What follows belongs to an exercise in optimizing a design on an open flow for small area, a short achievable clock period and few clock cycles; a production flow would make more cautious choices. Function was not checked in any run shown here: the RTL went through the layout flow alone.

==> flow/design.v (outline; a module is shown in full before it is edited, if it fits) <==
// module lfsr: 5 lines
// module beetle_left_antenna: 615 lines
// module beetle_right_antenna: 7 lines
// module beetle_position: 23 lines
// module bas: 99 lines
module bas(clock,reset,load, seed_x,seed_y,iterations,x,y,x_extreme,y_extreme,out_value,done );
  // ...
==> flow/run.sh <==
#!/bin/bash
# synth_recipe.tcl (not shown) runs the flow's synth.tcl, then flattens the netlist and writes it again
# the make line also repeats each setting of config.mk as NAME=value (left out here)
make -C /OpenROAD-flow-scripts/flow DESIGN_CONFIG=/design/flow/config.mk WORK_HOME=/design/flow/orfs CLKGATE_MAP_FILE= SYNTH_SCRIPT=/design/flow/synth_recipe.tcl finish
==> flow/config.mk <==
export PLATFORM = sky130hd
export DESIGN_NAME = bas
export DESIGN_NICKNAME = bas
export VERILOG_FILES = /design/flow/design.v
export SDC_FILE = /design/flow/constraint.sdc
export NUM_CORES = 8
export LEC_CHECK = 0
export CAP_MARGIN = 20
export CORE_MARGIN = 2
export CORE_UTILIZATION = 45
export SLEW_MARGIN = 20
==> flow/constraint.sdc <==
create_clock -name core_clock -period 27.0 [get_ports {clock}]
set_input_delay 5.4000 -clock core_clock [delete_from_list [all_inputs] [get_ports {clock}]]
set_output_delay 5.4000 -clock core_clock [all_outputs]
set_load 0.01 [all_outputs]
==> summary.txt, run 1 <==
Floorplan
  • Site row count: 120
  • Die width: 331.6 µm

Route
  • WL met2: 66.30 mm
  • Initial DRC count: 2977
  • WL per Instance: roughly 21 µm

Placement
  • Post-Place Cell Area: 51160 µm²
  • Setup slack at placement: 13.13 ns
  • HPWL after detailed placement: 117.3 mm

Timing
  • Fin. max-slew vios: 0
  • Fmax: 0.07092 GHz
  • Final period utilization: 0.5222
  • Worst hold slack: 0.4621 ns
  • Setup TNS: 0 ns
  • RSZ-0062 raised after global routing: no

Final layout
  • Fillers: 10304
  • Clock network area share: 0.02331
  • Commonest non-fill, non-tap cell in the layout: inv_1
  • Final Cell Area: 52390 µm²
  • Layout cell share with drive strength beyond 1: 0.03701
  • Logic inverters: 1031
  • Antenna fix cells: 1
  • Layout clock buffers: 52
  • Nets@finish: roughly 7100

Logic synthesis
  • Number of flops mapped to enable cells by yosys: 9
  • Combinational family with the most area after synthesis: adder cells
  • Synth area leaders: fa_1 (30%), ha_1 (15%), dfxtp_1 (11%)
  • Primary FF master, synth: dfxtp_1

Worst setup path
  • CP Class: reg -> reg
  • CP max stage cell: buf_4
  • CP endpoint kind: flop

GRT
  • Antenna violations before repair: 3
  • M2 GR Usage: 0.4394
  • Met3 Usage GRT: 0.04829

Clock tree
  • Worst-Skew Late Latency: 0.61 ns
  • Maximum buffer depth of the clock tree: 3
  • Clock root buffer: clkbuf_16

Run status
  • Status: complete, no violations
==> module beetle_position, before the edit <==
module beetle_position(x, y, sx, sy, b1, b2, g1, g2, xa, ya, d1, d2);
parameter SUB = 0;    
input  [15:0] x, y;
input  signed [13:0] sx, sy;
input  [17:0] b1, b2;
input  signed [15:0] g1, g2;
output [15:0] xa, ya;
output [17:0] d1, d2;
wire signed [17:0] ux = SUB ? $signed({2'b00, x}) - sx : $signed({2'b00, x}) + sx;   
wire signed [17:0] uy = SUB ? $signed({2'b00, y}) - sy : $signed({2'b00, y}) + sy;
wire signed [17:0] vx = SUB ? $signed({{2{x[15]}}, x}) - sx : $signed({{2{x[15]}}, x}) + sx;   
wire signed [17:0] vy = SUB ? $signed({{2{y[15]}}, y}) - sy : $signed({{2{y[15]}}, y}) + sy;
assign xa = ux[15:0];
assign ya = uy[15:0];
wire [1:0] cux = ux[17] ? 2'd1 : (ux[16] ? 2'd3 : 2'd0);
wire [1:0] cuy = uy[17] ? 2'd1 : (uy[16] ? 2'd3 : 2'd0);
wire ovx = vx[16] != vx[15];
wire ovy = vy[16] != vy[15];
wire [17:0] e1 = SUB ? b1 - {{2{g1[15]}}, g1} : b1 + {{2{g1[15]}}, g1};
wire [17:0] e2 = SUB ? b2 - {{2{g2[15]}}, g2} : b2 + {{2{g2[15]}}, g2};
assign d1 = {e1[17:16] + cux + {ovy, 1'b0}, e1[15:0]};
assign d2 = {e2[17:16] + cuy + {ovx, 1'b0}, e2[15:0]};
endmodule
==> run 2, diff against run 1 <==
==> flow/design.v (replaced) <==
module lfsr(d, n);
input  [8:0] d;
output [8:0] n;
assign n = {d[7:0], d[1] ^ d[2] ^ d[3] ^ d[7]};
endmodule
module beetle_left_antenna(d1, d2, q1, q2, ra, rb);
input [17:0] d1, d2;
input q1, q2;
output [32:0] ra, rb;
wire hs0, hk0;
assign {hk0, hs0} = {1'b0, (d1[0] & d1[6])} + {1'b0, (d1[1] & d1[5])};
wire hs1, hk1;
assign {hk1, hs1} = {1'b0, (d1[0] & d1[4])} + {1'b0, (d1[1] & d1[3])};
wire s0, k0;
assign {k0, s0} = {1'b0, (d1[0] & d1[5])} + {1'b0, (d1[1] & d1[4])} + {1'b0, (d1[3] & ~d1[2])};
wire s1, k1;
assign {k1, s1} = {1'b0, (d1[2] & d1[4])} + {1'b0, (d1[3] & d1[2])} + {1'b0, hs0};
wire [8:0] Alo = {1'b0, k0, hk1, hs1, (d1[0] & d1[3]), (d1[0] & d1[2]), (d1[1] & ~d1[0]), 1'b0, d1[0]} + {1'b0, s1, s0, (d1[2] & d1[1]), (d1[2] & ~d1[1]), (d1[1] & d1[0]), 1'b0, 1'b0, 1'b0};
wire hs2, hk2;
assign {hk2, hs2} = {1'b0, (d2[0] & d2[6])} + {1'b0, (d2[1] & d2[5])};
wire hs3, hk3;
assign {hk3, hs3} = {1'b0, (d2[0] & d2[4])} + {1'b0, (d2[1] & d2[3])};
wire s2, k2;
assign {k2, s2} = {1'b0, (d2[0] & d2[5])} + {1'b0, (d2[1] & d2[4])} + {1'b0, (d2[3] & ~d2[2])};
wire s3, k3;
assign {k3, s3} = {1'b0, (d2[2] & d2[4])} + {1'b0, (d2[3] & d2[2])} + {1'b0, hs2};
wire [8:0] Blo = {1'b0, k2, hk3, hs3, (d2[0] & d2[3]), (d2[0] & d2[2]), (d2[1] & ~d2[0]), 1'b0, d2[0]} + {1'b0, s3, s2, (d2[2] & d2[1]), (d2[2] & ~d2[1]), (d2[1] & d2[0]), 1'b0, 1'b0, 1'b0};
wire hs4, hk4;
assign {hk4, hs4} = {1'b0, (d1[0] & d1[7])} + {1'b0, (d1[1] & d1[6])};
wire hs5, hk5;
assign {hk5, hs5} = {1'b0, (d1[0] & d1[12])} + {1'b0, (d1[1] & d1[11])};
wire s4, k4;
assign {k4, s4} = {1'b0, (d1[0] & d1[13])} + {1'b0, (d1[1] & d1[12])} + {1'b0, (d1[2] & d1[11])};
wire s5, k5;
assign {k5, s5} = {1'b0, (d1[0] & d1[14])} + {1'b0, (d1[1] & d1[13])} + {1'b0, (d1[2] & d1[12])};
wire s6, k6;
assign {k6, s6} = {1'b0, (d1[3] & d1[11])} + {1'b0, (d1[4] & d1[10])} + {1'b0, (d1[5] & d1[9])};
wire s7, k7;
assign {k7, s7} = {1'b0, (d1[0] & d1[15])} + {1'b0, (d1[1] & d1[14])} + {1'b0, (d1[2] & d1[13])};
wire s8, k8;
assign {k8, s8} = {1'b0, (d1[3] & d1[12])} + {1'b0, (d1[4] & d1[11])} + {1'b0, (d1[5] & d1[10])};
wire hs6, hk6;
assign {hk6, hs6} = {1'b0, (d1[6] & d1[9])} + {1'b0, (d1[8] & ~d1[7])};
wire s9, k9;
assign {k9, s9} = {1'b0, (d1[0] & d1[16])} + {1'b0, (d1[1] & d1[15])} + {1'b0, (d1[2] & d1[14])};
wire s10, k10;
assign {k10, s10} = {1'b0, (d1[3] & d1[13])} + {1'b0, (d1[4] & d1[12])} + {1'b0, (d1[5] & d1[11])};
wire s11, k11;
assign {k11, s11} = {1'b0, (d1[6] & d1[10])} + {1'b0, (d1[7] & d1[9])} + {1'b0, (d1[8] & d1[7])};
wire s12, k12;
assign {k12, s12} = {1'b0, (d2[0] & d2[16])} + {1'b0, (d2[1] & d2[15])} + {1'b0, (d2[2] & d2[14])};
wire s13, k13;
assign {k13, s13} = {1'b0, (d1[1] & d1[16])} + {1'b0, (d1[2] & d1[15])} + {1'b0, (d1[3] & d1[14])};
wire s14, k14;
assign {k14, s14} = {1'b0, (d1[4] & d1[13])} + {1'b0, (d1[5] & d1[12])} + {1'b0, (d1[6] & d1[11])};
wire s15, k15;
assign {k15, s15} = {1'b0, (d1[7] & d1[10])} + {1'b0, (d1[9] & ~d1[8])} + {1'b0, ~(d1[17] & d1[0])};
wire s16, k16;
assign {k16, s16} = {1'b0, (d2[1] & d2[16])} + {1'b0, (d2[2] & d2[15])} + {1'b0, (d2[3] & d2[14])};
wire hs7, hk7;
assign {hk7, hs7} = {1'b0, (d2[4] & d2[13])} + {1'b0, (d2[5] & d2[12])};
wire s17, k17;
assign {k17, s17} = {1'b0, 1'b1} + {1'b0, (d1[2] & d1[16])} + {1'b0, (d1[3] & d1[15])};
wire s18, k18;
assign {k18, s18} = {1'b0, (d1[4] & d1[14])} + {1'b0, (d1[5] & d1[13])} + {1'b0, (d1[6] & d1[12])};
wire s19, k19;
assign {k19, s19} = {1'b0, (d1[7] & d1[11])} + {1'b0, (d1[8] & d1[10])} + {1'b0, (d1[9] & d1[8])};
wire s20, k20;
assign {k20, s20} = {1'b0, ~(d1[17] & d1[1])} + {1'b0, (d2[2] & d2[16])} + {1'b0, (d2[3] & d2[15])};
wire s21, k21;
assign {k21, s21} = {1'b0, (d2[4] & d2[14])} + {1'b0, (d2[5] & d2[13])} + {1'b0, (d2[6] & d2[12])};
wire hs8, hk8;
assign {hk8, hs8} = {1'b0, (d2[7] & d2[11])} + {1'b0, (d2[8] & d2[10])};
wire s22, k22;
assign {k22, s22} = {1'b0, (d1[3] & d1[16])} + {1'b0, (d1[4] & d1[15])} + {1'b0, (d1[5] & d1[14])};
wire s23, k23;
assign {k23, s23} = {1'b0, (d1[6] & d1[13])} + {1'b0, (d1[7] & d1[12])} + {1'b0, (d1[8] & d1[11])};
wire s24, k24;
assign {k24, s24} = {1'b0, (d1[10] & ~d1[9])} + {1'b0, ~(d1[17] & d1[2])} + {1'b0, (d2[3] & d2[16])};
wire s25, k25;
assign {k25, s25} = {1'b0, (d2[4] & d2[15])} + {1'b0, (d2[5] & d2[14])} + {1'b0, (d2[6] & d2[13])};
wire hs9, hk9;
assign {hk9, hs9} = {1'b0, (d2[7] & d2[12])} + {1'b0, (d2[8] & d2[11])};
wire s26, k26;
assign {k26, s26} = {1'b0, (d1[4] & d1[16])} + {1'b0, (d1[5] & d1[15])} + {1'b0, (d1[6] & d1[14])};
wire s27, k27;
assign {k27, s27} = {1'b0, (d1[7] & d1[13])} + {1'b0, (d1[8] & d1[12])} + {1'b0, (d1[9] & d1[11])};
wire s28, k28;
assign {k28, s28} = {1'b0, (d1[10] & d1[9])} + {1'b0, ~(d1[17] & d1[3])} + {1'b0, (d2[4] & d2[16])};
wire s29, k29;
assign {k29, s29} = {1'b0, (d2[5] & d2[15])} + {1'b0, (d2[6] & d2[14])} + {1'b0, (d2[7] & d2[13])};
wire s30, k30;
assign {k30, s30} = {1'b0, (d1[5] & d1[16])} + {1'b0, (d1[6] & d1[15])} + {1'b0, (d1[7] & d1[14])};
wire s31, k31;
assign {k31, s31} = {1'b0, (d1[8] & d1[13])} + {1'b0, (d1[9] & d1[12])} + {1'b0, (d1[11] & ~d1[10])};
wire hs10, hk10;
assign {hk10, hs10} = {1'b0, ~(d1[17] & d1[4])} + {1'b0, (d2[5] & d2[16])};
wire s32, k32;
assign {k32, s32} = {1'b0, (d1[6] & d1[16])} + {1'b0, (d1[7] & d1[15])} + {1'b0, (d1[8] & d1[14])};
wire s33, k33;
assign {k33, s33} = {1'b0, (d1[9] & d1[13])} + {1'b0, (d1[10] & d1[12])} + {1'b0, (d1[11] & d1[10])};
wire hs11, hk11;
assign {hk11, hs11} = {1'b0, (d1[7] & d1[16])} + {1'b0, (d1[8] & d1[15])};
wire s34, k34;
assign {k34, s34} = {1'b0, (d1[2] & d1[5])} + {1'b0, (d1[4] & ~d1[3])} + {1'b0, (d2[0] & d2[7])};
wire s35, k35;
assign {k35, s35} = {1'b0, (d2[1] & d2[6])} + {1'b0, (d2[2] & d2[5])} + {1'b0, (d2[4] & ~d2[3])};
wire s36, k36;
assign {k36, s36} = {1'b0, (d1[0] & d1[8])} + {1'b0, (d1[1] & d1[7])} + {1'b0, (d1[2] & d1[6])};
wire s37, k37;
assign {k37, s37} = {1'b0, (d1[3] & d1[5])} + {1'b0, (d1[4] & d1[3])} + {1'b0, (d2[0] & d2[8])};
wire s38, k38;
assign {k38, s38} = {1'b0, (d1[0] & d1[9])} + {1'b0, (d1[1] & d1[8])} + {1'b0, (d1[2] & d1[7])};
wire hs12, hk12;
assign {hk12, hs12} = {1'b0, (d1[3] & d1[6])} + {1'b0, (d1[5] & ~d1[4])};
wire s39, k39;
assign {k39, s39} = {1'b0, (d1[0] & d1[10])} + {1'b0, (d1[1] & d1[9])} + {1'b0, (d1[2] & d1[8])};
wire s40, k40;
assign {k40, s40} = {1'b0, (d1[3] & d1[7])} + {1'b0, (d1[4] & d1[6])} + {1'b0, (d1[5] & d1[4])};
wire hs13, hk13;
assign {hk13, hs13} = {1'b0, (d2[0] & d2[10])} + {1'b0, (d2[1] & d2[9])};
wire s41, k41;
assign {k41, s41} = {1'b0, (d1[0] & d1[11])} + {1'b0, (d1[1] & d1[10])} + {1'b0, (d1[2] & d1[9])};
wire s42, k42;
assign {k42, s42} = {1'b0, (d1[3] & d1[8])} + {1'b0, (d1[4] & d1[7])} + {1'b0, (d1[6] & ~d1[5])};
wire s43, k43;
assign {k43, s43} = {1'b0, (d2[0] & d2[11])} + {1'b0, (d2[1] & d2[10])} + {1'b0, (d2[2] & d2[9])};
wire s44, k44;
assign {k44, s44} = {1'b0, (d1[2] & d1[10])} + {1'b0, (d1[3] & d1[9])} + {1'b0, (d1[4] & d1[8])};
wire s45, k45;
assign {k45, s45} = {1'b0, (d1[5] & d1[7])} + {1'b0, (d1[6] & d1[5])} + {1'b0, (d2[0] & d2[12])};
wire s46, k46;
assign {k46, s46} = {1'b0, (d2[1] & d2[11])} + {1'b0, (d2[2] & d2[10])} + {1'b0, (d2[3] & d2[9])};
wire hs14, hk14;
assign {hk14, hs14} = {1'b0, (d2[4] & d2[8])} + {1'b0, (d2[5] & d2[7])};
wire s47, k47;
assign {k47, s47} = {1'b0, (d1[3] & d1[10])} + {1'b0, (d1[4] & d1[9])} + {1'b0, (d1[5] & d1[8])};
wire s48, k48;
assign {k48, s48} = {1'b0, (d1[7] & ~d1[6])} + {1'b0, (d2[0] & d2[13])} + {1'b0, (d2[1] & d2[12])};
wire s49, k49;
assign {k49, s49} = {1'b0, (d2[2] & d2[11])} + {1'b0, (d2[3] & d2[10])} + {1'b0, (d2[4] & d2[9])};
wire s50, k50;
assign {k50, s50} = {1'b0, (d2[5] & d2[8])} + {1'b0, (d2[7] & ~d2[6])} + {1'b0, hk5};
wire s51, k51;
assign {k51, s51} = {1'b0, (d1[6] & d1[8])} + {1'b0, (d1[7] & d1[6])} + {1'b0, (d2[0] & d2[14])};
wire s52, k52;
assign {k52, s52} = {1'b0, (d2[1] & d2[13])} + {1'b0, (d2[2] & d2[12])} + {1'b0, (d2[3] & d2[11])};
wire s53, k53;
assign {k53, s53} = {1'b0, (d2[4] & d2[10])} + {1'b0, (d2[5] & d2[9])} + {1'b0, (d2[6] & d2[8])};
wire s54, k54;
assign {k54, s54} = {1'b0, (d2[7] & d2[6])} + {1'b0, k4} + {1'b0, s5};
wire s55, k55;
assign {k55, s55} = {1'b0, (d2[0] & d2[15])} + {1'b0, (d2[1] & d2[14])} + {1'b0, (d2[2] & d2[13])};
wire s56, k56;
assign {k56, s56} = {1'b0, (d2[3] & d2[12])} + {1'b0, (d2[4] & d2[11])} + {1'b0, (d2[5] & d2[10])};
wire s57, k57;
assign {k57, s57} = {1'b0, (d2[6] & d2[9])} + {1'b0, (d2[8] & ~d2[7])} + {1'b0, k5};
wire s58, k58;
assign {k58, s58} = {1'b0, k6} + {1'b0, s7} + {1'b0, s8};
wire s59, k59;
assign {k59, s59} = {1'b0, (d2[3] & d2[13])} + {1'b0, (d2[4] & d2[12])} + {1'b0, (d2[5] & d2[11])};
wire s60, k60;
assign {k60, s60} = {1'b0, (d2[6] & d2[10])} + {1'b0, (d2[7] & d2[9])} + {1'b0, (d2[8] & d2[7])};
wire s61, k61;
assign {k61, s61} = {1'b0, k7} + {1'b0, k8} + {1'b0, hk6};
wire s62, k62;
assign {k62, s62} = {1'b0, s9} + {1'b0, s10} + {1'b0, s11};
wire s63, k63;
assign {k63, s63} = {1'b0, (d2[6] & d2[11])} + {1'b0, (d2[7] & d2[10])} + {1'b0, (d2[9] & ~d2[8])};
wire s64, k64;
assign {k64, s64} = {1'b0, ~(d2[17] & d2[0])} + {1'b0, k9} + {1'b0, k10};
wire s65, k65;
assign {k65, s65} = {1'b0, k11} + {1'b0, k12} + {1'b0, s13};
wire s66, k66;
assign {k66, s66} = {1'b0, s14} + {1'b0, s15} + {1'b0, s16};
wire s67, k67;
assign {k67, s67} = {1'b0, (d2[9] & d2[8])} + {1'b0, ~(d2[17] & d2[1])} + {1'b0, k13};
wire s68, k68;
assign {k68, s68} = {1'b0, k14} + {1'b0, k15} + {1'b0, k16};
wire s69, k69;
assign {k69, s69} = {1'b0, hk7} + {1'b0, s17} + {1'b0, s18};
wire s70, k70;
assign {k70, s70} = {1'b0, s19} + {1'b0, s20} + {1'b0, s21};
wire s71, k71;
assign {k71, s71} = {1'b0, (d2[10] & ~d2[9])} + {1'b0, ~(d2[17] & d2[2])} + {1'b0, k17};
wire s72, k72;
assign {k72, s72} = {1'b0, k18} + {1'b0, k19} + {1'b0, k20};
wire s73, k73;
assign {k73, s73} = {1'b0, k21} + {1'b0, hk8} + {1'b0, s22};
wire s74, k74;
assign {k74, s74} = {1'b0, s23} + {1'b0, s24} + {1'b0, s25};
wire s75, k75;
assign {k75, s75} = {1'b0, (d2[8] & d2[12])} + {1'b0, (d2[9] & d2[11])} + {1'b0, (d2[10] & d2[9])};
wire s76, k76;
assign {k76, s76} = {1'b0, ~(d2[17] & d2[3])} + {1'b0, k22} + {1'b0, k23};
wire s77, k77;
assign {k77, s77} = {1'b0, k24} + {1'b0, k25} + {1'b0, hk9};
wire s78, k78;
assign {k78, s78} = {1'b0, s26} + {1'b0, s27} + {1'b0, s28};
wire s79, k79;
assign {k79, s79} = {1'b0, (d2[6] & d2[15])} + {1'b0, (d2[7] & d2[14])} + {1'b0, (d2[8] & d2[13])};
wire s80, k80;
assign {k80, s80} = {1'b0, (d2[9] & d2[12])} + {1'b0, (d2[11] & ~d2[10])} + {1'b0, ~(d2[17] & d2[4])};
wire s81, k81;
assign {k81, s81} = {1'b0, k26} + {1'b0, k27} + {1'b0, k28};
wire s82, k82;
assign {k82, s82} = {1'b0, k29} + {1'b0, s30} + {1'b0, s31};
wire s83, k83;
assign {k83, s83} = {1'b0, ~(d1[17] & d1[5])} + {1'b0, (d2[6] & d2[16])} + {1'b0, (d2[7] & d2[15])};
wire s84, k84;
assign {k84, s84} = {1'b0, (d2[8] & d2[14])} + {1'b0, (d2[9] & d2[13])} + {1'b0, (d2[10] & d2[12])};
wire s85, k85;
assign {k85, s85} = {1'b0, (d2[11] & d2[10])} + {1'b0, ~(d2[17] & d2[5])} + {1'b0, k30};
wire s86, k86;
assign {k86, s86} = {1'b0, k31} + {1'b0, hk10} + {1'b0, s32};
wire s87, k87;
assign {k87, s87} = {1'b0, (d1[9] & d1[14])} + {1'b0, (d1[10] & d1[13])} + {1'b0, (d1[12] & ~d1[11])};
wire s88, k88;
assign {k88, s88} = {1'b0, ~(d1[17] & d1[6])} + {1'b0, (d2[7] & d2[16])} + {1'b0, (d2[8] & d2[15])};
wire s89, k89;
assign {k89, s89} = {1'b0, (d2[9] & d2[14])} + {1'b0, (d2[10] & d2[13])} + {1'b0, (d2[12] & ~d2[11])};
wire s90, k90;
assign {k90, s90} = {1'b0, ~(d2[17] & d2[6])} + {1'b0, k32} + {1'b0, k33};
wire s91, k91;
assign {k91, s91} = {1'b0, (d1[8] & d1[16])} + {1'b0, (d1[9] & d1[15])} + {1'b0, (d1[10] & d1[14])};
wire s92, k92;
assign {k92, s92} = {1'b0, (d1[11] & d1[13])} + {1'b0, (d1[12] & d1[11])} + {1'b0, ~(d1[17] & d1[7])};
wire s93, k93;
assign {k93, s93} = {1'b0, (d2[8] & d2[16])} + {1'b0, (d2[9] & d2[15])} + {1'b0, (d2[10] & d2[14])};
wire s94, k94;
assign {k94, s94} = {1'b0, (d2[11] & d2[13])} + {1'b0, (d2[12] & d2[11])} + {1'b0, ~(d2[17] & d2[7])};
wire s95, k95;
assign {k95, s95} = {1'b0, (d1[9] & d1[16])} + {1'b0, (d1[10] & d1[15])} + {1'b0, (d1[11] & d1[14])};
wire s96, k96;
assign {k96, s96} = {1'b0, (d1[13] & ~d1[12])} + {1'b0, ~(d1[17] & d1[8])} + {1'b0, (d2[9] & d2[16])};
wire hs15, hk15;
assign {hk15, hs15} = {1'b0, (d2[10] & d2[15])} + {1'b0, (d2[11] & d2[14])};
wire s97, k97;
assign {k97, s97} = {1'b0, (d1[10] & d1[16])} + {1'b0, (d1[11] & d1[15])} + {1'b0, (d1[12] & d1[14])};
wire s98, k98;
assign {k98, s98} = {1'b0, (d1[13] & d1[12])} + {1'b0, ~(d1[17] & d1[9])} + {1'b0, (d2[10] & d2[16])};
wire hs16, hk16;
assign {hk16, hs16} = {1'b0, (d1[11] & d1[16])} + {1'b0, (d1[12] & d1[15])};
wire s99, k99;
assign {k99, s99} = {1'b0, hk0} + {1'b0, hk2} + {1'b0, s34};
wire hs17, hk17;
assign {hk17, hs17} = {1'b0, s35} + {1'b0, hs4};
wire s100, k100;
assign {k100, s100} = {1'b0, (d2[1] & d2[7])} + {1'b0, (d2[2] & d2[6])} + {1'b0, (d2[3] & d2[5])};
wire s101, k101;
assign {k101, s101} = {1'b0, (d2[4] & d2[3])} + {1'b0, k34} + {1'b0, k35};
wire hs18, hk18;
assign {hk18, hs18} = {1'b0, hk4} + {1'b0, s36};
wire s102, k102;
assign {k102, s102} = {1'b0, (d2[0] & d2[9])} + {1'b0, (d2[1] & d2[8])} + {1'b0, (d2[2] & d2[7])};
wire s103, k103;
assign {k103, s103} = {1'b0, (d2[3] & d2[6])} + {1'b0, (d2[5] & ~d2[4])} + {1'b0, k36};
wire s104, k104;
assign {k104, s104} = {1'b0, k37} + {1'b0, s38} + {1'b0, hs12};
wire s105, k105;
assign {k105, s105} = {1'b0, (d2[2] & d2[8])} + {1'b0, (d2[3] & d2[7])} + {1'b0, (d2[4] & d2[6])};
wire s106, k106;
assign {k106, s106} = {1'b0, (d2[5] & d2[4])} + {1'b0, k38} + {1'b0, hk12};
wire s107, k107;
assign {k107, s107} = {1'b0, s39} + {1'b0, s40} + {1'b0, hs13};
wire s108, k108;
assign {k108, s108} = {1'b0, (d2[3] & d2[8])} + {1'b0, (d2[4] & d2[7])} + {1'b0, (d2[6] & ~d2[5])};
wire s109, k109;
assign {k109, s109} = {1'b0, k39} + {1'b0, k40} + {1'b0, hk13};
wire s110, k110;
assign {k110, s110} = {1'b0, s41} + {1'b0, s42} + {1'b0, s43};
wire s111, k111;
assign {k111, s111} = {1'b0, (d2[6] & d2[5])} + {1'b0, k41} + {1'b0, k42};
wire s112, k112;
assign {k112, s112} = {1'b0, k43} + {1'b0, s44} + {1'b0, s45};
wire s113, k113;
assign {k113, s113} = {1'b0, s46} + {1'b0, hs14} + {1'b0, hs5};
wire s114, k114;
assign {k114, s114} = {1'b0, k44} + {1'b0, k45} + {1'b0, k46};
wire s115, k115;
assign {k115, s115} = {1'b0, hk14} + {1'b0, s47} + {1'b0, s48};
wire s116, k116;
assign {k116, s116} = {1'b0, s49} + {1'b0, s4} + {1'b0, s50};
wire s117, k117;
assign {k117, s117} = {1'b0, k47} + {1'b0, k48} + {1'b0, k49};
wire s118, k118;
assign {k118, s118} = {1'b0, s51} + {1'b0, s52} + {1'b0, s53};
wire s119, k119;
assign {k119, s119} = {1'b0, s6} + {1'b0, k50} + {1'b0, s54};
wire s120, k120;
assign {k120, s120} = {1'b0, k51} + {1'b0, k52} + {1'b0, k53};
wire s121, k121;
assign {k121, s121} = {1'b0, s55} + {1'b0, s56} + {1'b0, hs6};
wire s122, k122;
assign {k122, s122} = {1'b0, k54} + {1'b0, s57} + {1'b0, s58};
wire s123, k123;
assign {k123, s123} = {1'b0, k55} + {1'b0, k56} + {1'b0, s59};
wire s124, k124;
assign {k124, s124} = {1'b0, s60} + {1'b0, s12} + {1'b0, k57};
wire s125, k125;
assign {k125, s125} = {1'b0, k58} + {1'b0, s61} + {1'b0, s62};
wire s126, k126;
assign {k126, s126} = {1'b0, k59} + {1'b0, k60} + {1'b0, s63};
wire s127, k127;
assign {k127, s127} = {1'b0, hs7} + {1'b0, k61} + {1'b0, k62};
wire s128, k128;
assign {k128, s128} = {1'b0, s64} + {1'b0, s65} + {1'b0, s66};
wire s129, k129;
assign {k129, s129} = {1'b0, k63} + {1'b0, hs8} + {1'b0, k64};
wire s130, k130;
assign {k130, s130} = {1'b0, k65} + {1'b0, k66} + {1'b0, s67};
wire s131, k131;
assign {k131, s131} = {1'b0, s68} + {1'b0, s69} + {1'b0, s70};
wire s132, k132;
assign {k132, s132} = {1'b0, hs9} + {1'b0, k67} + {1'b0, k68};
wire s133, k133;
assign {k133, s133} = {1'b0, k69} + {1'b0, k70} + {1'b0, s71};
wire s134, k134;
assign {k134, s134} = {1'b0, s72} + {1'b0, s73} + {1'b0, s74};
wire s135, k135;
assign {k135, s135} = {1'b0, s75} + {1'b0, s29} + {1'b0, k71};
wire s136, k136;
assign {k136, s136} = {1'b0, k72} + {1'b0, k73} + {1'b0, k74};
wire s137, k137;
assign {k137, s137} = {1'b0, s76} + {1'b0, s77} + {1'b0, s78};
wire s138, k138;
assign {k138, s138} = {1'b0, k75} + {1'b0, s79} + {1'b0, s80};
wire s139, k139;
assign {k139, s139} = {1'b0, hs10} + {1'b0, k76} + {1'b0, k77};
wire s140, k140;
assign {k140, s140} = {1'b0, k78} + {1'b0, s81} + {1'b0, s82};
wire s141, k141;
assign {k141, s141} = {1'b0, k79} + {1'b0, k80} + {1'b0, s83};
wire s142, k142;
assign {k142, s142} = {1'b0, s84} + {1'b0, s33} + {1'b0, k81};
wire s143, k143;
assign {k143, s143} = {1'b0, k82} + {1'b0, s85} + {1'b0, s86};
wire s144, k144;
assign {k144, s144} = {1'b0, k83} + {1'b0, k84} + {1'b0, s87};
wire s145, k145;
assign {k145, s145} = {1'b0, s88} + {1'b0, s89} + {1'b0, hs11};
wire s146, k146;
assign {k146, s146} = {1'b0, k85} + {1'b0, k86} + {1'b0, s90};
wire s147, k147;
assign {k147, s147} = {1'b0, k87} + {1'b0, k88} + {1'b0, k89};
wire s148, k148;
assign {k148, s148} = {1'b0, hk11} + {1'b0, s91} + {1'b0, s92};
wire s149, k149;
assign {k149, s149} = {1'b0, s93} + {1'b0, s94} + {1'b0, k90};
wire s150, k150;
assign {k150, s150} = {1'b0, (d2[13] & ~d2[12])} + {1'b0, ~(d2[17] & d2[8])} + {1'b0, k91};
wire s151, k151;
assign {k151, s151} = {1'b0, k92} + {1'b0, k93} + {1'b0, k94};
wire s152, k152;
assign {k152, s152} = {1'b0, s95} + {1'b0, s96} + {1'b0, hs15};
wire s153, k153;
assign {k153, s153} = {1'b0, (d2[11] & d2[15])} + {1'b0, (d2[12] & d2[14])} + {1'b0, (d2[13] & d2[12])};
wire s154, k154;
assign {k154, s154} = {1'b0, ~(d2[17] & d2[9])} + {1'b0, k95} + {1'b0, k96};
wire s155, k155;
assign {k155, s155} = {1'b0, hk15} + {1'b0, s97} + {1'b0, s98};
wire s156, k156;
assign {k156, s156} = {1'b0, (d1[14] & ~d1[13])} + {1'b0, ~(d1[17] & d1[10])} + {1'b0, (d2[11] & d2[16])};
wire s157, k157;
assign {k157, s157} = {1'b0, (d2[12] & d2[15])} + {1'b0, (d2[14] & ~d2[13])} + {1'b0, ~(d2[17] & d2[10])};
wire s158, k158;
assign {k158, s158} = {1'b0, k97} + {1'b0, k98} + {1'b0, hs16};
wire s159, k159;
assign {k159, s159} = {1'b0, (d1[12] & d1[16])} + {1'b0, (d1[13] & d1[15])} + {1'b0, (d1[14] & d1[13])};
wire s160, k160;
assign {k160, s160} = {1'b0, ~(d1[17] & d1[11])} + {1'b0, (d2[12] & d2[16])} + {1'b0, (d2[13] & d2[15])};
wire s161, k161;
assign {k161, s161} = {1'b0, (d2[14] & d2[13])} + {1'b0, ~(d2[17] & d2[11])} + {1'b0, hk16};
wire s162, k162;
assign {k162, s162} = {1'b0, (d1[13] & d1[16])} + {1'b0, (d1[15] & ~d1[14])} + {1'b0, ~(d1[17] & d1[12])};
wire hs19, hk19;
assign {hk19, hs19} = {1'b0, (d2[13] & d2[16])} + {1'b0, (d2[15] & ~d2[14])};
wire s163, k163;
assign {k163, s163} = {1'b0, (d1[14] & d1[16])} + {1'b0, (d1[15] & d1[14])} + {1'b0, ~(d1[17] & d1[13])};
wire s164, k164;
assign {k164, s164} = {1'b0, k1} + {1'b0, k3} + {1'b0, s99};
wire s165, k165;
assign {k165, s165} = {1'b0, s100} + {1'b0, s37} + {1'b0, k99};
wire hs20, hk20;
assign {hk20, hs20} = {1'b0, hk17} + {1'b0, s101};
wire s166, k166;
assign {k166, s166} = {1'b0, k100} + {1'b0, s102} + {1'b0, k101};
wire s167, k167;
assign {k167, s167} = {1'b0, hk18} + {1'b0, s103} + {1'b0, s104};
wire s168, k168;
assign {k168, s168} = {1'b0, k102} + {1'b0, s105} + {1'b0, k103};
wire s169, k169;
assign {k169, s169} = {1'b0, k104} + {1'b0, s106} + {1'b0, s107};
wire s170, k170;
assign {k170, s170} = {1'b0, k105} + {1'b0, s108} + {1'b0, k106};
wire s171, k171;
assign {k171, s171} = {1'b0, k107} + {1'b0, s109} + {1'b0, s110};
wire s172, k172;
assign {k172, s172} = {1'b0, k108} + {1'b0, k109} + {1'b0, k110};
wire s173, k173;
assign {k173, s173} = {1'b0, s111} + {1'b0, s112} + {1'b0, s113};
wire s174, k174;
assign {k174, s174} = {1'b0, k111} + {1'b0, k112} + {1'b0, k113};
wire s175, k175;
assign {k175, s175} = {1'b0, s114} + {1'b0, s115} + {1'b0, s116};
wire s176, k176;
assign {k176, s176} = {1'b0, k114} + {1'b0, k115} + {1'b0, s117};
wire s177, k177;
assign {k177, s177} = {1'b0, s118} + {1'b0, k116} + {1'b0, s119};
wire s178, k178;
assign {k178, s178} = {1'b0, k117} + {1'b0, k118} + {1'b0, s120};
wire s179, k179;
assign {k179, s179} = {1'b0, s121} + {1'b0, k119} + {1'b0, s122};
wire s180, k180;
assign {k180, s180} = {1'b0, k120} + {1'b0, k121} + {1'b0, s123};
wire s181, k181;
assign {k181, s181} = {1'b0, s124} + {1'b0, k122} + {1'b0, s125};
wire s182, k182;
assign {k182, s182} = {1'b0, k123} + {1'b0, s126} + {1'b0, k124};
wire s183, k183;
assign {k183, s183} = {1'b0, s127} + {1'b0, k125} + {1'b0, s128};
wire s184, k184;
assign {k184, s184} = {1'b0, k126} + {1'b0, k127} + {1'b0, s129};
wire s185, k185;
assign {k185, s185} = {1'b0, s130} + {1'b0, k128} + {1'b0, s131};
wire s186, k186;
assign {k186, s186} = {1'b0, k129} + {1'b0, k130} + {1'b0, s132};
wire s187, k187;
assign {k187, s187} = {1'b0, s133} + {1'b0, k131} + {1'b0, s134};
wire s188, k188;
assign {k188, s188} = {1'b0, k132} + {1'b0, k133} + {1'b0, s135};
wire s189, k189;
assign {k189, s189} = {1'b0, s136} + {1'b0, k134} + {1'b0, s137};
wire s190, k190;
assign {k190, s190} = {1'b0, s138} + {1'b0, k135} + {1'b0, k136};
wire s191, k191;
assign {k191, s191} = {1'b0, s139} + {1'b0, k137} + {1'b0, s140};
wire s192, k192;
assign {k192, s192} = {1'b0, k138} + {1'b0, s141} + {1'b0, k139};
wire s193, k193;
assign {k193, s193} = {1'b0, s142} + {1'b0, k140} + {1'b0, s143};
wire s194, k194;
assign {k194, s194} = {1'b0, k141} + {1'b0, s144} + {1'b0, s145};
wire s195, k195;
assign {k195, s195} = {1'b0, k142} + {1'b0, s146} + {1'b0, k143};
wire s196, k196;
assign {k196, s196} = {1'b0, k144} + {1'b0, k145} + {1'b0, s147};
wire s197, k197;
assign {k197, s197} = {1'b0, s148} + {1'b0, k146} + {1'b0, s149};
wire s198, k198;
assign {k198, s198} = {1'b0, k147} + {1'b0, k148} + {1'b0, s150};
wire s199, k199;
assign {k199, s199} = {1'b0, s151} + {1'b0, s152} + {1'b0, k149};
wire s200, k200;
assign {k200, s200} = {1'b0, s153} + {1'b0, k150} + {1'b0, k151};
wire s201, k201;
assign {k201, s201} = {1'b0, k152} + {1'b0, s154} + {1'b0, s155};
wire s202, k202;
assign {k202, s202} = {1'b0, k153} + {1'b0, s156} + {1'b0, s157};
wire s203, k203;
assign {k203, s203} = {1'b0, k154} + {1'b0, k155} + {1'b0, s158};
wire s204, k204;
assign {k204, s204} = {1'b0, k156} + {1'b0, k157} + {1'b0, s159};
wire s205, k205;
assign {k205, s205} = {1'b0, s160} + {1'b0, k158} + {1'b0, s161};
wire s206, k206;
assign {k206, s206} = {1'b0, ~(d2[17] & d2[12])} + {1'b0, k159} + {1'b0, k160};
wire s207, k207;
assign {k207, s207} = {1'b0, s162} + {1'b0, hs19} + {1'b0, k161};
wire s208, k208;
assign {k208, s208} = {1'b0, (d2[14] & d2[16])} + {1'b0, (d2[15] & d2[14])} + {1'b0, ~(d2[17] & d2[13])};
wire s209, k209;
assign {k209, s209} = {1'b0, k162} + {1'b0, hk19} + {1'b0, s163};
wire s210, k210;
assign {k210, s210} = {1'b0, (d1[16] & ~d1[15])} + {1'b0, ~(d1[17] & d1[14])} + {1'b0, (d2[16] & ~d2[15])};
wire hs21, hk21;
assign {hk21, hs21} = {1'b0, ~(d2[17] & d2[14])} + {1'b0, k163};
wire s211, k211;
assign {k211, s211} = {1'b0, (d1[16] & d1[15])} + {1'b0, ~(d1[17] & d1[15])} + {1'b0, (d2[16] & d2[15])};
wire s212, k212;
assign {k212, s212} = {1'b0, ~(d2[17] & d2[15])} + {1'b0, (q1 & d1[0])} + {1'b0, (q2 & d2[0])};
wire s213, k213;
assign {k213, s213} = {1'b0, d1[17]} + {1'b0, d2[17]} + {1'b0, ~(d1[17] & d1[16])};
wire s214, k214;
assign {k214, s214} = {1'b0, ~(d2[17] & d2[16])} + {1'b0, (q1 & d1[1])} + {1'b0, (q2 & d2[1])};
wire hs22, hk22;
assign {hk22, hs22} = {1'b0, hs17} + {1'b0, s164};
wire s215, k215;
assign {k215, s215} = {1'b0, hs18} + {1'b0, s165} + {1'b0, hs20};
wire s216, k216;
assign {k216, s216} = {1'b0, k165} + {1'b0, hk20} + {1'b0, s166};
wire s217, k217;
assign {k217, s217} = {1'b0, k166} + {1'b0, s168} + {1'b0, k167};
wire s218, k218;
assign {k218, s218} = {1'b0, k168} + {1'b0, s170} + {1'b0, k169};
wire s219, k219;
assign {k219, s219} = {1'b0, k170} + {1'b0, s172} + {1'b0, k171};
wire s220, k220;
assign {k220, s220} = {1'b0, k172} + {1'b0, s174} + {1'b0, k173};
wire s221, k221;
assign {k221, s221} = {1'b0, k174} + {1'b0, s176} + {1'b0, k175};
wire s222, k222;
assign {k222, s222} = {1'b0, k176} + {1'b0, s178} + {1'b0, k177};
wire s223, k223;
assign {k223, s223} = {1'b0, k178} + {1'b0, s180} + {1'b0, k179};
wire s224, k224;
assign {k224, s224} = {1'b0, k180} + {1'b0, s182} + {1'b0, k181};
wire s225, k225;
assign {k225, s225} = {1'b0, k182} + {1'b0, s184} + {1'b0, k183};
wire s226, k226;
assign {k226, s226} = {1'b0, k184} + {1'b0, s186} + {1'b0, k185};
wire s227, k227;
assign {k227, s227} = {1'b0, k186} + {1'b0, s188} + {1'b0, k187};
wire s228, k228;
assign {k228, s228} = {1'b0, k188} + {1'b0, s190} + {1'b0, k189};
wire s229, k229;
assign {k229, s229} = {1'b0, k190} + {1'b0, s192} + {1'b0, k191};
wire s230, k230;
assign {k230, s230} = {1'b0, s194} + {1'b0, k192} + {1'b0, k193};
wire s231, k231;
assign {k231, s231} = {1'b0, s196} + {1'b0, k194} + {1'b0, k195};
wire s232, k232;
assign {k232, s232} = {1'b0, k196} + {1'b0, s198} + {1'b0, s199};
wire s233, k233;
assign {k233, s233} = {1'b0, k198} + {1'b0, s200} + {1'b0, s201};
wire s234, k234;
assign {k234, s234} = {1'b0, s202} + {1'b0, k200} + {1'b0, k201};
wire s235, k235;
assign {k235, s235} = {1'b0, k202} + {1'b0, s204} + {1'b0, s205};
wire s236, k236;
assign {k236, s236} = {1'b0, k204} + {1'b0, s206} + {1'b0, k205};
wire s237, k237;
assign {k237, s237} = {1'b0, s208} + {1'b0, k206} + {1'b0, s209};
wire s238, k238;
assign {k238, s238} = {1'b0, k208} + {1'b0, s210} + {1'b0, k209};
wire s239, k239;
assign {k239, s239} = {1'b0, k210} + {1'b0, s211} + {1'b0, s212};
wire s240, k240;
assign {k240, s240} = {1'b0, k211} + {1'b0, s213} + {1'b0, k212};
wire s241, k241;
assign {k241, s241} = {1'b0, (q1 & d1[2])} + {1'b0, (q2 & d2[2])} + {1'b0, k213};
wire hs23, hk23;
assign {hk23, hs23} = {1'b0, 1'b1} + {1'b0, (q1 & d1[3])};
wire hs24, hk24;
assign {hk24, hs24} = {1'b0, 1'b1} + {1'b0, (q1 & d1[4])};
wire hs25, hk25;
assign {hk25, hs25} = {1'b0, 1'b1} + {1'b0, (q1 & d1[5])};
wire hs26, hk26;
assign {hk26, hs26} = {1'b0, 1'b1} + {1'b0, (q1 & d1[6])};
wire hs27, hk27;
assign {hk27, hs27} = {1'b0, Alo[8]} + {1'b0, Blo[8]};
wire s242, k242;
assign {k242, s242} = {1'b0, k164} + {1'b0, hk22} + {1'b0, s215};
wire s243, k243;
assign {k243, s243} = {1'b0, s167} + {1'b0, k215} + {1'b0, s216};
wire s244, k244;
assign {k244, s244} = {1'b0, s169} + {1'b0, k216} + {1'b0, s217};
wire s245, k245;
assign {k245, s245} = {1'b0, s171} + {1'b0, k217} + {1'b0, s218};
wire s246, k246;
assign {k246, s246} = {1'b0, s173} + {1'b0, k218} + {1'b0, s219};
wire s247, k247;
assign {k247, s247} = {1'b0, k219} + {1'b0, s175} + {1'b0, s220};
wire s248, k248;
assign {k248, s248} = {1'b0, k220} + {1'b0, s177} + {1'b0, s221};
wire s249, k249;
assign {k249, s249} = {1'b0, s179} + {1'b0, k221} + {1'b0, s222};
wire s250, k250;
assign {k250, s250} = {1'b0, s181} + {1'b0, k222} + {1'b0, s223};
wire s251, k251;
assign {k251, s251} = {1'b0, s183} + {1'b0, k223} + {1'b0, s224};
wire s252, k252;
assign {k252, s252} = {1'b0, s185} + {1'b0, k224} + {1'b0, s225};
wire s253, k253;
assign {k253, s253} = {1'b0, s187} + {1'b0, k225} + {1'b0, s226};
wire s254, k254;
assign {k254, s254} = {1'b0, s189} + {1'b0, k226} + {1'b0, s227};
wire s255, k255;
assign {k255, s255} = {1'b0, s191} + {1'b0, k227} + {1'b0, s228};
wire s256, k256;
assign {k256, s256} = {1'b0, s193} + {1'b0, k228} + {1'b0, s229};
wire s257, k257;
assign {k257, s257} = {1'b0, s195} + {1'b0, k229} + {1'b0, s230};
wire s258, k258;
assign {k258, s258} = {1'b0, s197} + {1'b0, k230} + {1'b0, s231};
wire s259, k259;
assign {k259, s259} = {1'b0, k197} + {1'b0, k231} + {1'b0, s232};
wire s260, k260;
assign {k260, s260} = {1'b0, k199} + {1'b0, s233} + {1'b0, k232};
wire s261, k261;
assign {k261, s261} = {1'b0, s203} + {1'b0, k233} + {1'b0, s234};
wire s262, k262;
assign {k262, s262} = {1'b0, k203} + {1'b0, k234} + {1'b0, s235};
wire s263, k263;
assign {k263, s263} = {1'b0, s207} + {1'b0, s236} + {1'b0, k235};
wire s264, k264;
assign {k264, s264} = {1'b0, k207} + {1'b0, s237} + {1'b0, k236};
wire s265, k265;
assign {k265, s265} = {1'b0, hs21} + {1'b0, s238} + {1'b0, k237};
wire s266, k266;
assign {k266, s266} = {1'b0, hk21} + {1'b0, s239} + {1'b0, k238};
wire s267, k267;
assign {k267, s267} = {1'b0, s214} + {1'b0, k239} + {1'b0, s240};
wire s268, k268;
assign {k268, s268} = {1'b0, k214} + {1'b0, s241} + {1'b0, k240};
wire s269, k269;
assign {k269, s269} = {1'b0, (q2 & d2[3])} + {1'b0, hs23} + {1'b0, k241};
wire s270, k270;
assign {k270, s270} = {1'b0, (q2 & d2[4])} + {1'b0, hk23} + {1'b0, hs24};
wire s271, k271;
assign {k271, s271} = {1'b0, (q2 & d2[5])} + {1'b0, hk24} + {1'b0, hs25};
wire s272, k272;
assign {k272, s272} = {1'b0, (q2 & d2[6])} + {1'b0, hk25} + {1'b0, hs26};
wire hs28, hk28;
assign {hk28, hs28} = {1'b0, 1'b1} + {1'b0, hk26};
assign ra = {k272, k271, k270, k269, k268, k267, k266, k265, k264, k263, k262, k261, k260, k259, k258, k257, k256, k255, k254, k253, k252, k251, k250, k249, k248, k247, k246, k245, k244, k243, k242, hk27, hs27};
assign rb = {hs28, s272, s271, s270, s269, s268, s267, s266, s265, s264, s263, s262, s261, s260, s259, s258, s257, s256, s255, s254, s253, s252, s251, s250, s249, s248, s247, s246, s245, s244, s243, s242, hs22};
endmodule
module beetle_compare(al, bl, ar, br, gt);
input [32:0] al, bl, ar, br;
output gt;
wire [31:0] a = {~al[31], al[30:0]};
wire [31:0] b = bl[31:0];
wire [31:0] c = ~{~ar[31], ar[30:0]};
wire [31:0] e = ~br[31:0];
wire [32:0] tl = {1'b0, a} + {1'b0, b};
wire [32:0] tr = {1'b0, ~c} + {1'b0, br[31:0]};
wire xs0, xk0;
assign {xk0, xs0} = {1'b0, a[0]} + {1'b0, b[0]} + {1'b0, c[0]};
wire xs1, xk1;
assign {xk1, xs1} = {1'b0, a[1]} + {1'b0, b[1]} + {1'b0, c[1]};
wire xs2, xk2;
assign {xk2, xs2} = {1'b0, a[2]} + {1'b0, b[2]} + {1'b0, c[2]};
wire xs3, xk3;
assign {xk3, xs3} = {1'b0, a[3]} + {1'b0, b[3]} + {1'b0, c[3]};
wire xs4, xk4;
assign {xk4, xs4} = {1'b0, a[4]} + {1'b0, b[4]} + {1'b0, c[4]};
wire xs5, xk5;
assign {xk5, xs5} = {1'b0, a[5]} + {1'b0, b[5]} + {1'b0, c[5]};
wire xs6, xk6;
assign {xk6, xs6} = {1'b0, a[6]} + {1'b0, b[6]} + {1'b0, c[6]};
wire xs7, xk7;
assign {xk7, xs7} = {1'b0, a[7]} + {1'b0, b[7]} + {1'b0, c[7]};
wire xs8, xk8;
assign {xk8, xs8} = {1'b0, a[8]} + {1'b0, b[8]} + {1'b0, c[8]};
wire xs9, xk9;
assign {xk9, xs9} = {1'b0, a[9]} + {1'b0, b[9]} + {1'b0, c[9]};
wire xs10, xk10;
assign {xk10, xs10} = {1'b0, a[10]} + {1'b0, b[10]} + {1'b0, c[10]};
wire xs11, xk11;
assign {xk11, xs11} = {1'b0, a[11]} + {1'b0, b[11]} + {1'b0, c[11]};
wire xs12, xk12;
assign {xk12, xs12} = {1'b0, a[12]} + {1'b0, b[12]} + {1'b0, c[12]};
wire xs13, xk13;
assign {xk13, xs13} = {1'b0, a[13]} + {1'b0, b[13]} + {1'b0, c[13]};
wire xs14, xk14;
assign {xk14, xs14} = {1'b0, a[14]} + {1'b0, b[14]} + {1'b0, c[14]};
wire xs15, xk15;
assign {xk15, xs15} = {1'b0, a[15]} + {1'b0, b[15]} + {1'b0, c[15]};
wire xs16, xk16;
assign {xk16, xs16} = {1'b0, a[16]} + {1'b0, b[16]} + {1'b0, c[16]};
wire xs17, xk17;
assign {xk17, xs17} = {1'b0, a[17]} + {1'b0, b[17]} + {1'b0, c[17]};
wire xs18, xk18;
assign {xk18, xs18} = {1'b0, a[18]} + {1'b0, b[18]} + {1'b0, c[18]};
wire xs19, xk19;
assign {xk19, xs19} = {1'b0, a[19]} + {1'b0, b[19]} + {1'b0, c[19]};
wire xs20, xk20;
assign {xk20, xs20} = {1'b0, a[20]} + {1'b0, b[20]} + {1'b0, c[20]};
wire xs21, xk21;
assign {xk21, xs21} = {1'b0, a[21]} + {1'b0, b[21]} + {1'b0, c[21]};
wire xs22, xk22;
assign {xk22, xs22} = {1'b0, a[22]} + {1'b0, b[22]} + {1'b0, c[22]};
wire xs23, xk23;
assign {xk23, xs23} = {1'b0, a[23]} + {1'b0, b[23]} + {1'b0, c[23]};
wire xs24, xk24;
assign {xk24, xs24} = {1'b0, a[24]} + {1'b0, b[24]} + {1'b0, c[24]};
wire xs25, xk25;
assign {xk25, xs25} = {1'b0, a[25]} + {1'b0, b[25]} + {1'b0, c[25]};
wire xs26, xk26;
assign {xk26, xs26} = {1'b0, a[26]} + {1'b0, b[26]} + {1'b0, c[26]};
wire xs27, xk27;
assign {xk27, xs27} = {1'b0, a[27]} + {1'b0, b[27]} + {1'b0, c[27]};
wire xs28, xk28;
assign {xk28, xs28} = {1'b0, a[28]} + {1'b0, b[28]} + {1'b0, c[28]};
wire xs29, xk29;
assign {xk29, xs29} = {1'b0, a[29]} + {1'b0, b[29]} + {1'b0, c[29]};
wire xs30, xk30;
assign {xk30, xs30} = {1'b0, a[30]} + {1'b0, b[30]} + {1'b0, c[30]};
wire xs31, xk31;
assign {xk31, xs31} = {1'b0, a[31]} + {1'b0, b[31]} + {1'b0, c[31]};
wire ys32, yk32;
assign {yk32, ys32} = {1'b0, xs0} + {1'b0, e[0]} + {1'b0, 1'b1};
wire ys33, yk33;
assign {yk33, ys33} = {1'b0, xs1} + {1'b0, e[1]} + {1'b0, xk0};
wire ys34, yk34;
assign {yk34, ys34} = {1'b0, xs2} + {1'b0, e[2]} + {1'b0, xk1};
wire ys35, yk35;
assign {yk35, ys35} = {1'b0, xs3} + {1'b0, e[3]} + {1'b0, xk2};
wire ys36, yk36;
assign {yk36, ys36} = {1'b0, xs4} + {1'b0, e[4]} + {1'b0, xk3};
wire ys37, yk37;
assign {yk37, ys37} = {1'b0, xs5} + {1'b0, e[5]} + {1'b0, xk4};
wire ys38, yk38;
assign {yk38, ys38} = {1'b0, xs6} + {1'b0, e[6]} + {1'b0, xk5};
wire ys39, yk39;
assign {yk39, ys39} = {1'b0, xs7} + {1'b0, e[7]} + {1'b0, xk6};
wire ys40, yk40;
assign {yk40, ys40} = {1'b0, xs8} + {1'b0, e[8]} + {1'b0, xk7};
wire ys41, yk41;
assign {yk41, ys41} = {1'b0, xs9} + {1'b0, e[9]} + {1'b0, xk8};
wire ys42, yk42;
assign {yk42, ys42} = {1'b0, xs10} + {1'b0, e[10]} + {1'b0, xk9};
wire ys43, yk43;
assign {yk43, ys43} = {1'b0, xs11} + {1'b0, e[11]} + {1'b0, xk10};
wire ys44, yk44;
assign {yk44, ys44} = {1'b0, xs12} + {1'b0, e[12]} + {1'b0, xk11};
wire ys45, yk45;
assign {yk45, ys45} = {1'b0, xs13} + {1'b0, e[13]} + {1'b0, xk12};
wire ys46, yk46;
assign {yk46, ys46} = {1'b0, xs14} + {1'b0, e[14]} + {1'b0, xk13};
wire ys47, yk47;
assign {yk47, ys47} = {1'b0, xs15} + {1'b0, e[15]} + {1'b0, xk14};
wire ys48, yk48;
assign {yk48, ys48} = {1'b0, xs16} + {1'b0, e[16]} + {1'b0, xk15};
wire ys49, yk49;
assign {yk49, ys49} = {1'b0, xs17} + {1'b0, e[17]} + {1'b0, xk16};
wire ys50, yk50;
assign {yk50, ys50} = {1'b0, xs18} + {1'b0, e[18]} + {1'b0, xk17};
wire ys51, yk51;
assign {yk51, ys51} = {1'b0, xs19} + {1'b0, e[19]} + {1'b0, xk18};
wire ys52, yk52;
assign {yk52, ys52} = {1'b0, xs20} + {1'b0, e[20]} + {1'b0, xk19};
wire ys53, yk53;
assign {yk53, ys53} = {1'b0, xs21} + {1'b0, e[21]} + {1'b0, xk20};
wire ys54, yk54;
assign {yk54, ys54} = {1'b0, xs22} + {1'b0, e[22]} + {1'b0, xk21};
wire ys55, yk55;
assign {yk55, ys55} = {1'b0, xs23} + {1'b0, e[23]} + {1'b0, xk22};
wire ys56, yk56;
assign {yk56, ys56} = {1'b0, xs24} + {1'b0, e[24]} + {1'b0, xk23};
wire ys57, yk57;
assign {yk57, ys57} = {1'b0, xs25} + {1'b0, e[25]} + {1'b0, xk24};
wire ys58, yk58;
assign {yk58, ys58} = {1'b0, xs26} + {1'b0, e[26]} + {1'b0, xk25};
wire ys59, yk59;
assign {yk59, ys59} = {1'b0, xs27} + {1'b0, e[27]} + {1'b0, xk26};
wire ys60, yk60;
assign {yk60, ys60} = {1'b0, xs28} + {1'b0, e[28]} + {1'b0, xk27};
wire ys61, yk61;
assign {yk61, ys61} = {1'b0, xs29} + {1'b0, e[29]} + {1'b0, xk28};
wire ys62, yk62;
assign {yk62, ys62} = {1'b0, xs30} + {1'b0, e[30]} + {1'b0, xk29};
wire ys63, yk63;
assign {yk63, ys63} = {1'b0, xs31} + {1'b0, e[31]} + {1'b0, xk30};
wire [31:0] xs = {ys63, ys62, ys61, ys60, ys59, ys58, ys57, ys56, ys55, ys54, ys53, ys52, ys51, ys50, ys49, ys48, ys47, ys46, ys45, ys44, ys43, ys42, ys41, ys40, ys39, ys38, ys37, ys36, ys35, ys34, ys33, ys32};
wire [31:0] xk = {yk62, yk61, yk60, yk59, yk58, yk57, yk56, yk55, yk54, yk53, yk52, yk51, yk50, yk49, yk48, yk47, yk46, yk45, yk44, yk43, yk42, yk41, yk40, yk39, yk38, yk37, yk36, yk35, yk34, yk33, yk32, 1'b0};
wire [32:0] ts = {1'b0, xs} + {1'b0, xk};
assign gt = ~(ts[32] ^ xk31 ^ yk63 ^ tl[32] ^ tr[32]);
endmodule
module beetle_right_antenna(dir, sense, step);
input  signed [8:0]  dir;
input         [12:0] sense;
output signed [13:0] step;
wire signed [22:0] p = dir * $signed({1'b0, sense});
assign step = p[21:8];
endmodule
module beetle_position(x, y, sx, sy, c1, c2, s1, s2);
parameter SUB = 0;
input  [15:0] x, y;
input  signed [13:0] sx, sy;
output [1:0] c1, c2;
output s1, s2;
wire signed [17:0] ux = SUB ? $signed({2'b00, x}) - sx : $signed({2'b00, x}) + sx;
wire signed [17:0] uy = SUB ? $signed({2'b00, y}) - sy : $signed({2'b00, y}) + sy;
wire [1:0] cux = ux[17] ? 2'd1 : (ux[16] ? 2'd3 : 2'd0);
wire [1:0] cuy = uy[17] ? 2'd1 : (uy[16] ? 2'd3 : 2'd0);
wire ovx = SUB ? (x[15] != sx[13]) && (ux[15] != x[15]) : (x[15] == sx[13]) && (ux[15] != x[15]);
wire ovy = SUB ? (y[15] != sy[13]) && (uy[15] != y[15]) : (y[15] == sy[13]) && (uy[15] != y[15]);
assign c1 = cux + {ovy, 1'b0};
assign c2 = cuy + {ovx, 1'b0};
assign s1 = uy[15];
assign s2 = ux[15];
endmodule
module bas(clock,reset,load, seed_x,seed_y,iterations,x,y,x_extreme,y_extreme,out_value,done );
    input clock,reset,load;
    input [8:0] seed_x,seed_y;
    input [8:0] iterations;
    input [15:0] x,y;
    output signed [15:0] x_extreme,y_extreme;
    output signed [39:0] out_value;
    output reg done;
    reg [15:0] x_curr, y_curr;         
    reg [17:0] bl1, bl2, br1, br2;     
    reg ql1, ql2, qr1, qr2;            
    reg signed [13:0] step_x, step_y;  
    reg signed [15:0] g1, g2;          
    reg [32:0] value_curr;             
    reg [8:0] dir_x, dir_y;            
    reg [12:0] sense;                  
    reg [8:0] remain;
    reg run;
    reg [15:0] x_best, y_best;
    reg [32:0] value_best;
    reg value_init;                    
    wire [15:0] x_l = x_curr + {{2{step_x[13]}}, step_x};
    wire [15:0] y_l = y_curr + {{2{step_y[13]}}, step_y};
    wire [15:0] x_r = x_curr - {{2{step_x[13]}}, step_x};
    wire [15:0] y_r = y_curr - {{2{step_y[13]}}, step_y};
    wire [17:0] d1_l = bl1 + {{2{g1[15]}}, g1};
    wire [17:0] d2_l = bl2 + {{2{g2[15]}}, g2};
    wire [17:0] d1_r = br1 - {{2{g1[15]}}, g1};
    wire [17:0] d2_r = br2 - {{2{g2[15]}}, g2};
    wire [32:0] al, bl, ar, br;
    beetle_left_antenna ol(d1_l, d2_l, ql1, ql2, al, bl);
    beetle_left_antenna or_(d1_r, d2_r, qr1, qr2, ar, br);
    wire go_right;
    beetle_compare cmp(al, bl, ar, br, go_right);
    wire [32:0] odour_l = al + bl;
    wire [32:0] odour_r = ar + br;
    wire signed [13:0] nstep_x, nstep_y;
    beetle_right_antenna mulx(dir_x, sense, nstep_x);
    beetle_right_antenna muly(dir_y, sense, nstep_y);
    wire [8:0] dir_x_n, dir_y_n;
    lfsr lx(dir_x, dir_x_n);
    lfsr ly(dir_y, dir_y_n);
    wire [1:0] cll1, cll2, clr1, clr2, crl1, crl2, crr1, crr2;
    wire sll1, sll2, slr1, slr2, srl1, srl2, srr1, srr2;
    beetle_position #(0) wll(x_l, y_l, nstep_x, nstep_y, cll1, cll2, sll1, sll2);
    beetle_position #(1) wlr(x_l, y_l, nstep_x, nstep_y, clr1, clr2, slr1, slr2);
    beetle_position #(0) wrl(x_r, y_r, nstep_x, nstep_y, crl1, crl2, srl1, srl2);
    beetle_position #(1) wrr(x_r, y_r, nstep_x, nstep_y, crr1, crr2, srr1, srr2);
    assign x_extreme = x_best;
    assign y_extreme = y_best;
    assign out_value = {4'b0, {3{value_init}}, value_best};
    always @(posedge clock) begin
        if (reset) begin
            x_curr <= x;
            y_curr <= y;
            bl1 <= {2'b00, x} + {y[15], y, 1'b0} - 18'd1792;
            bl2 <= {x[15], x, 1'b0} + {2'b00, y} - 18'd1280;
            br1 <= {2'b00, x} + {y[15], y, 1'b0} - 18'd1792;
            br2 <= {x[15], x, 1'b0} + {2'b00, y} - 18'd1280;
            ql1 <= y[15];
            ql2 <= x[15];
            qr1 <= y[15];
            qr2 <= x[15];
            step_x <= 14'd0;
            step_y <= 14'd0;
            g1 <= 16'd0;
            g2 <= 16'd0;
            dir_x <= 9'd0;
            dir_y <= 9'd0;
        end else begin
            if (go_right) begin
                x_curr <= x_r;
                y_curr <= y_r;
                bl1 <= {d1_r[17:16] + crl1, d1_r[15:0]};
                bl2 <= {d2_r[17:16] + crl2, d2_r[15:0]};
                br1 <= {d1_r[17:16] + crr1, d1_r[15:0]};
                br2 <= {d2_r[17:16] + crr2, d2_r[15:0]};
                ql1 <= srl1;
                ql2 <= srl2;
                qr1 <= srr1;
                qr2 <= srr2;
            end else begin
                x_curr <= x_l;
                y_curr <= y_l;
                bl1 <= {d1_l[17:16] + cll1, d1_l[15:0]};
                bl2 <= {d2_l[17:16] + cll2, d2_l[15:0]};
                br1 <= {d1_l[17:16] + clr1, d1_l[15:0]};
                br2 <= {d2_l[17:16] + clr2, d2_l[15:0]};
                ql1 <= sll1;
                ql2 <= sll2;
                qr1 <= slr1;
                qr2 <= slr2;
            end
            step_x <= nstep_x;
            step_y <= nstep_y;
            g1 <= {{2{nstep_x[13]}}, nstep_x} + {nstep_y[13], nstep_y, 1'b0};
            g2 <= {nstep_x[13], nstep_x, 1'b0} + {{2{nstep_y[13]}}, nstep_y};
            if (load) begin
                dir_x <= seed_x;
                dir_y <= seed_y;
            end else begin
                dir_x <= dir_x_n;
                dir_y <= dir_y_n;
            end
        end
        value_curr <= go_right ? odour_r : odour_l;
        if (reset | load)
            sense <= 13'd6400;
        else
            sense <= sense - {8'd0, sense[12:8]} - {12'd0, sense[7:0] != 8'd0};
        if (reset) begin
            run <= 1'b0;
            done <= 1'b0;
            x_best <= 16'd0;
            y_best <= 16'd0;
            value_best <= {33{1'b1}};
            value_init <= 1'b1;
        end else if (load) begin
            remain <= iterations;
            run <= iterations != 9'd0;
            done <= iterations == 9'd0;
        end else if (run) begin
            remain <= remain - 9'd1;
            if (remain == 9'd0) begin
                run <= 1'b0;
                done <= 1'b1;
            end
            if (value_curr < value_best) begin
                x_best <= x_curr;
                y_best <= y_curr;
                value_best <= value_curr;
                value_init <= 1'b0;
            end
        end
    end
endmodule
==> summary.txt, run 2 <==
Route
  • Initial DRC count: 2671 (was 2977)
  • Antenna Nets Post-Route: 0 (unchanged)
  • WL per Instance: 21.56 µm (was 20.73 µm)
  • Drt pass-1 iters: 5 (unchanged)
  • Via count: 41860 (was 38822)
  • Final wirelength: 166.2 mm (was 148.4 mm)

Placement
  • Post-Place Cell Area: 55720 µm² (was 51160 µm²)
  • HPWL after detailed placement: 134.0 mm (was 117.3 mm)
  • Port bufs: 130 (unchanged)
  • Setup slack at placement: 14.44 ns (was 13.13 ns)
  • Routability Congestion: 0.9798 (was 0.9666)

Worst setup path
  • Worst EP arrival: 13.34 ns (was 14.57 ns)
  • Bufs and invs on worst path: 5 (was 9)
  • CP dominant cell by count: fa_1 (unchanged)
  • Largest stage delay on the critical path: 0.71 ns (was 0.69 ns)
  • CP endpoint kind: flop (unchanged)
  • Req. time, crit path: 27.53 ns (was 27.47 ns)
  • Critical path's top delay family: adder cells (unchanged)
  • CP max FO: 42 (was 84)
  • Worst setup path start: br2[0] (was step_x[0])
  • CP max stage cell: buf_4 (unchanged)
  • Worst r2r src: br2[0] (was step_x[0])
  • CP Class: reg -> reg (unchanged)

GRT
  • Most used routing layer: met2 (unchanged)
  • M2 GR Usage: 0.4709 (was 0.4394)
  • Vias in the first global route: 43457 (was 39615)
  • Global route overflow: 0 (unchanged)
  • Antenna violations before repair: 1 (was 3)
  • Met1 GRT Util: 0.3521 (was 0.3652)
  • Met3 Usage GRT: 0.03959 (was 0.04829)

Logic synthesis
  • Yosys warns: 1 (unchanged)
  • Sequential-to-total area share from yosys stat: 0.1067 (was 0.1126)
  • Share of Yosys cell area claimed by the top area cell type: 0.2958 (was 0.3002)
  • Area leader, netlist: fa_1 (unchanged)
  • Synth cell count leaders: inv_1 (939), nor2_1 (779), fa_1 (775) (was inv_1 (997), fa_1 (724), nor2_1 (630))
  • Number of flops mapped to enable cells by yosys: 9 (unchanged)
  • Primary FF master, synth: dfxtp_1 (unchanged)
  • Async set-reset flop share out of synthesis: 0 (unchanged)
  • Synth area leaders: fa_1 (30%), ha_1 (16%), dfxtp_1 (10%) (was fa_1 (30%), ha_1 (15%), dfxtp_1 (11%))
  • Netlist cell types: 91 (was 82)
  • Syn Inst Count: 6116 (was 5703)

Timing
  • Fmax: 0.07807 GHz (was 0.07092 GHz)
  • RSZ-0062 raised after global routing: no (unchanged)
  • Worst relative slew slack: 0.1763 (was 0.2000)
  • Fin. max-slew vios: 0 (unchanged)
  • Final hold vios: 0 (unchanged)
  • Final period utilization: 0.4744 (was 0.5222)
  • Setup TNS: 0 ns (unchanged)
  • Worst hold slack: 0.4554 ns (was 0.4621 ns)

Floorplan
  • Die width: 345.4 µm (was 331.6 µm)
  • Site row count: 125 (was 120)
  • Chip Height: 345.4 µm (was 331.6 µm)
  • Die area: 119300 µm² (was 109900 µm²)
  • Starting Density: 0.4526 (was 0.4523)

Min path
  • Worst hold path type: reg -> reg (unchanged)
  • Min-delay src: x_best[14] (was value_curr[8])

Clock tree
  • Clock root buffer: clkbuf_16 (unchanged)
  • CTS H-tree lvls: 2 (unchanged)
  • PostCTS Resize Cnt: 0 (unchanged)
  • Maximum buffer depth of the clock tree: 3 (unchanged)
  • Worst-Skew Late Latency: 0.64 ns (was 0.61 ns)

Final layout
  • Nets@finish: 7658 (was 7114)
  • Layout cell share with drive strength beyond 1: 0.04787 (was 0.03701)
  • Commonest non-fill, non-tap cell in the layout: inv_1 (unchanged)
  • Biggest registers after layout: value_best (33), value_curr (33) (unchanged)
  • Final Cell Area: 57070 µm² (was 52390 µm²)

Run status
  • Status: complete, no violations (unchanged)
-- run 2: changes by cell type after synthesis, moves of 25 or more --
cell,change
mux2i_1,+111
a21oi_1,+36
ha_1,+70
and2_1,-32
a21o_1,+29
xor2_1,+25
a211o_1,-32
fa_1,+51
or2_2,+37
clkinv_1,-27
nor2_1,+149
inv_1,-58
-- run 2: per-layer routing --
metal	up-vias	wire length, µm	share of wire
met3	353	10140	0.061
met5	-	13	0.000078
li1	19533	-	-
met2	1267	77340	0.47
met1	20705	68120	0.41
met4	2	10550	0.064
-- run 2: cells by family (layout without fill, tap and decap cells) --
group / Yosys count / in the layout / synth area share
simple gates: 1869 / 1869 / 0.1610
compound gates: 854 / 854 / 0.1026
other cells: 1 / 5 / 0.00007149
buf+inv: 1182 / 1246 / 0.08618
mux: 182 / 182 / 0.03525
flops: 275 / 275 / 0.1067
fa+ha+maj: 1442 / 1442 / 0.4548
xor+xnor: 311 / 311 / 0.05338
-- run 2: area by class of cell --
| class | instances | area (µm²) |
|---|---|---|
| fillers | 11181 | 58830 |
| multi-input cells | 4662 | 42590 |
| flip-flops and latches | 275 | 5595 |
| inverters | 943 | 3547 |
| repair buffers | 234 | 2078 |
| well taps | 1524 | 1907 |
| clock buffers | 49 | 1052 |
| clock inverters | 20 | 290.3 |
| diodes | 1 | 2.502 |
-- run 2: final timing paths --
kind | to | cells past startpoint | slack (ns)
worst max-delay path | br1[15] | 40 | 14.19
worst min-delay path | x_best[14] | 2 | 0.46
worst max register to register | br1[15] | 40 | 14.19
worst min register to register | x_best[14] | 2 | 0.46
-- run 2: stage by stage --
step	utilization	std cells
final	0.4924	7708
after global routing	0.4924	7707
after CTS	0.4924	7707
after detailed placement	0.4808	7638
after global placement	0.4807	7637
after floorplan	-	6119
-- run 2: worst reg2reg max path, delay by kind of cell, from the launching register on --
family	cells	cell delay, ns
compound gates	15	3.41
xor+xnor	1	0.16
fa+ha+maj	11	4.89
simple gates	5	1.49
flops	1	0.34
buf+inv	5	1.40
mux	3	1.04

-- separate check: timing with driven ports --
In the flow no input, the clock included, has a driving cell. The finished layouts below were timed again as built, in two steps. Step 1, drivers: a clkbuf_16 drives clock and a buf_2 each remaining input, both assumed. Step 2 also shifts input and output timing later by t, the mid clock arrival at the registers, as if the neighbouring blocks saw the same clock. Three values: no drivers, after step 1, after step 2; two values: the first two.
| run | shift t [ns] | setup slack, ns | latest minus earliest clock arrival (ns) | worst register clock-pin slew, ns | worst slew at a driven data input, ns |
|---|---|---|---|---|---|
| run 1 | 0.663 | 12.900 / 12.900 / 12.900 | 0.044 / 0.044 | 0.07 / 0.07 | 0.07 |
| run 2 | 0.680 | 14.191 / 14.191 / 14.191 | 0.077 / 0.077 | 0.07 / 0.07 | 0.04 |
After both steps setup and hold are still met in every run listed.
